From an optimization exercise on the open Yosys and OpenROAD flow, aimed at small area and a short achievable clock period; shortcuts taken in it are not production practice.
In this exercise RTL edits were held to simulation tests only and were not proved equivalent to the original.
Power and IR drop assume default switching activity.

// pe_blk64
module pe_blk64 (
	input  wire        clk,
	input  wire        reset,
	input  wire [31:0] cfg_m0_scale,
	input  wire [7:0]  cfg_index,
	input  wire [15:0] cfg_z_of_weight,
	input  wire [7:0]  cfg_z3,
	input  wire        valid_din,
	input  wire        final_din,
	input  wire [63:0] act_din,
	input  wire [63:0] ker_din_0, ker_din_1, ker_din_2, ker_din_3,
	input  wire [63:0] ker_din_4, ker_din_5, ker_din_6, ker_din_7,
	input  wire [31:0] bias_din_0, bias_din_1, bias_din_2, bias_din_3,
	input  wire [31:0] bias_din_4, bias_din_5, bias_din_6, bias_din_7,
	output wire [63:0] pass_ker_dout_0, pass_ker_dout_1, pass_ker_dout_2, pass_ker_dout_3,
	output wire [63:0] pass_ker_dout_4, pass_ker_dout_5, pass_ker_dout_6, pass_ker_dout_7,
	output wire signed [31:0] pass_bias_dout_0, pass_bias_dout_1, pass_bias_dout_2, pass_bias_dout_3,
	output wire signed [31:0] pass_bias_dout_4, pass_bias_dout_5, pass_bias_dout_6, pass_bias_dout_7,
	output wire [7:0]  q_result_dout,
	output wire        valid_dout
);
Size: roughly 20000 cells after synthesis, ~1700 I/O pins, about 0.22 mm² of cells after synthesis.
Settings: LEC_CHECK=0, CAP_MARGIN=20, CORE_MARGIN=2, CORE_UTILIZATION=58, PLACE_DENSITY=0.7, SLEW_MARGIN=20, SYNTH_HIERARCHICAL=1, SYNTH_MINIMUM_KEEP_SIZE=0; clock period 10.0 ns.
standard.sh (not shown) runs the stock make flow with config.mk's settings and CLKGATE_MAP_FILE= SYNTH_SCRIPT=/design/flow/synth_recipe.tcl, a recipe that flattens the netlist after the stock synthesis.
==> flow/flow/run.sh <==
#!/bin/bash
set -euo pipefail
bash standard.sh SETUP_SLACK_MARGIN=6.15 "BUFFER_PORTS_ARGS=-buffer_cell sky130_fd_sc_hd__buf_1" CTS_CLUSTER_SIZE=25 CTS_CLUSTER_DIAMETER=60 finish > orfs_make.log 2>&1
Then changed:
==> flow/flow/run.sh (replaced) <==
#!/bin/bash
set -euo pipefail
bash standard.sh SETUP_SLACK_MARGIN=6.0 "BUFFER_PORTS_ARGS=-buffer_cell sky130_fd_sc_hd__buf_1" CTS_CLUSTER_SIZE=25 CTS_CLUSTER_DIAMETER=60 finish > orfs_make.log 2>&1
- CORE_UTILIZATION: 58 -> 62
- PLACE_DENSITY: 0.7 -> 0.74
The changed run produced a clean layout; first-iteration DRC count rises by 6.6%; combinational power rises by about 4%; global-route usage rises by 2.9 points; clock skew rises by 11 ps; hold slack degrades by 12 ps; die area falls by 6.4%; core utilization rises by 3.8 points; power rises by 0.75%; setup slack degrades by 180 ps.
Then changed:
- CORE_UTILIZATION: 62 -> 50
- PLACE_DENSITY: 0.74 -> 0.62
Result: The changed run completed without violations. Global-route usage fell by 8.9 points. Via count fell by about 2%. Sequential cell count does not change. Total power hardly moves.
Then changed:
==> flow/flow/run.sh (replaced) <==
#!/bin/bash
set -euo pipefail
bash standard.sh SETUP_SLACK_MARGIN=6.3 "BUFFER_PORTS_ARGS=-buffer_cell sky130_fd_sc_hd__buf_2" CTS_CLUSTER_SIZE=25 CTS_CLUSTER_DIAMETER=60 finish > orfs_make.log 2>&1
Final cell count climbs by 0.97%.
Final area rises by 3.2%.
Setup slack improves by 120 ps.

---

job 101:
pe_blk64 again, from the RTL that the note above started with.
clock: 10.0 ns
lec_check: 0
cap_margin: 20
core_margin: 2
core_utilization: 50
place_density: 0.62
slew_margin: 20
synth_hierarchical: 1
synth_minimum_keep_size: 0
==> flow/flow/run.sh <==
#!/bin/bash
set -euo pipefail
bash standard.sh SETUP_SLACK_MARGIN=6.0 "BUFFER_PORTS_ARGS=-buffer_cell sky130_fd_sc_hd__buf_2" CTS_CLUSTER_SIZE=25 CTS_CLUSTER_DIAMETER=60 finish > orfs_make.log 2>&1
Job 101 has completed all stages; timing, DRC and antenna checks passed.
Here is what was changed in the inputs of job 102 compared with job 101.
Settings: changing CORE_UTILIZATION from 50 to 56; changing PLACE_DENSITY from 0.62 to 0.68.
==> flow/flow/run.sh <==
#!/bin/bash
set -euo pipefail
bash standard.sh SETUP_SLACK_MARGIN=6.0 "BUFFER_PORTS_ARGS=-buffer_cell sky130_fd_sc_hd__buf_1" CTS_CLUSTER_SIZE=25 CTS_CLUSTER_DIAMETER=60 finish > orfs_make.log 2>&1
After detailed routing, job 101 needs more wire than job 102.
Total power of job 102 is lower than that of job 101.
Final area (higher): job 101
Comparing job 102 and job 101, the lower slack of the worst reg-to-reg path was measured on job 101.
Compared to job 101, job 102 shows a wider setup margin.
For job 101, the worst-path cell with the longest stage delay was fa_1, unlike job 102, where it was dfxtp_1.

---

Another version of the RTL of pe_blk64 (not shown whole).
Size in the first run: roughly 19000 cells after synthesis.
Design pe_blk64, start of the top module:
module pe_blk64 (
	input  wire        clk,
	input  wire        reset,
	input  wire [31:0] cfg_m0_scale,
	input  wire [7:0]  cfg_index,
	input  wire [15:0] cfg_z_of_weight,
	input  wire [7:0]  cfg_z3,
	input  wire        valid_din,
	input  wire        final_din,
	input  wire [63:0] act_din,
	input  wire [63:0] ker_din_0, ker_din_1, ker_din_2, ker_din_3,
	input  wire [63:0] ker_din_4, ker_din_5, ker_din_6, ker_din_7,
	input  wire [31:0] bias_din_0, bias_din_1, bias_din_2, bias_din_3,
	input  wire [31:0] bias_din_4, bias_din_5, bias_din_6, bias_din_7,
	output wire [63:0] pass_ker_dout_0, pass_ker_dout_1, pass_ker_dout_2, pass_ker_dout_3,
	output wire [63:0] pass_ker_dout_4, pass_ker_dout_5, pass_ker_dout_6, pass_ker_dout_7,
	output wire signed [31:0] pass_bias_dout_0, pass_bias_dout_1, pass_bias_dout_2, pass_bias_dout_3,
	output wire signed [31:0] pass_bias_dout_4, pass_bias_dout_5, pass_bias_dout_6, pass_bias_dout_7,
	output wire [7:0]  q_result_dout,
	output wire        valid_dout
);
wire [63:0] ker_din [0:7];
wire [31:0] bias_din [0:7];
assign ker_din[0] = ker_din_0; assign ker_din[1] = ker_din_1;
assign ker_din[2] = ker_din_2; assign ker_din[3] = ker_din_3;
assign ker_din[4] = ker_din_4; assign ker_din[5] = ker_din_5;
assign ker_din[6] = ker_din_6; assign ker_din[7] = ker_din_7;
assign bias_din[0] = bias_din_0; assign bias_din[1] = bias_din_1;
assign bias_din[2] = bias_din_2; assign bias_din[3] = bias_din_3;
assign bias_din[4] = bias_din_4; assign bias_din[5] = bias_din_5;
assign bias_din[6] = bias_din_6; assign bias_din[7] = bias_din_7;
reg rst_r;
always @(posedge clk) rst_r <= reset;
reg [7:1]  vch;
reg [10:1] fch;
wire [7:0]  vd = {vch, valid_din};
always @(posedge clk) begin
	vch <= {vch[6:1], valid_din};
	fch <= {fch[9:1], final_din};
end
reg [63:0] act_d [1:8];
integer i;
always @(posedge clk) begin
	act_d[1] <= valid_din ? act_din : 64'd0;
	for (i = 2; i <= 8; i = i + 1) act_d[i] <= act_d[i-1];
end
reg [63:0] ker_r [0:7];
reg [31:0] bias_r [0:7];
always @(posedge clk) begin
	for (i = 0; i < 8; i = i + 1) begin
  ...
Settings: LEC_CHECK=0, CAP_MARGIN=20, CORE_MARGIN=2, CORE_UTILIZATION=50, PLACE_DENSITY=0.62, SLEW_MARGIN=20, SYNTH_HIERARCHICAL=1, SYNTH_MINIMUM_KEEP_SIZE=0; clock period 10.0 ns.
==> flow/flow/run.sh <==
#!/bin/bash
set -euo pipefail
bash standard.sh SETUP_SLACK_MARGIN=6.0 finish > orfs_make.log 2>&1
The baseline finished clean.
Then changed:
==> flow/flow/run.sh (replaced) <==
#!/bin/bash
set -euo pipefail
bash standard.sh SETUP_SLACK_MARGIN=6.5 "BUFFER_PORTS_ARGS=-buffer_cell sky130_fd_sc_hd__buf_2" CTS_CLUSTER_SIZE=30 CTS_CLUSTER_DIAMETER=65 finish > orfs_make.log 2>&1
Outcome:
- critical path depth rises by 1
- final cell count rises by 5.8%
- clock-buffer cell count falls by 145
- power rises by 3.6%
- clock skew rises by 17 ps
- combinational power rises by 8.5%
- first-iteration DRC count rises by 0.32%
- die area is unchanged
- worst hold slack gains 8.8 ps
- cell area rises by 8.3%

afterwards: timing with drivers on the ports:
No port has a modelled driver above. Below, the same layouts with a new extraction and two added sets of constraints. Step 1 sets driving cells, clkbuf_16 on the clock port and buf_2 on the other inputs (assumed; they add their load-dependent delay and slew). Step 2 also shifts input and output timing later by t, the mid clock arrival at the registers, as if the neighbouring blocks saw the same clock. a / b / c = no drivers / after step 1 / after step 2; a / b = the first two.
run | shift t [ns] | setup WS [ns] | clock arrival spread, ns
the first run of note 1 | 1.129 | 6.074 / 5.988 / 6.074 | 0.073 / 0.073
the second run of note 1 | 1.079 | 5.896 / 5.768 / 5.942 | 0.078 / 0.079
the third run of note 1 | 1.120 | 5.936 / 5.801 / 5.953 | 0.087 / 0.087
the fourth run of note 1 | 1.110 | 6.059 / 6.059 / 6.059 | 0.071 / 0.071
job 101 | 1.110 | 5.966 / 5.840 / 5.966 | 0.086 / 0.087
job 102 | 1.105 | 5.984 / 5.852 / 5.996 | 0.080 / 0.080
the first run of note 3 | 1.112 | 5.786 / 5.786 / 5.786 | 0.076 / 0.076
the second run of note 3 | 1.116 | 5.732 / 5.732 / 5.732 | 0.091 / 0.090
After both steps every run listed still meets setup and hold.
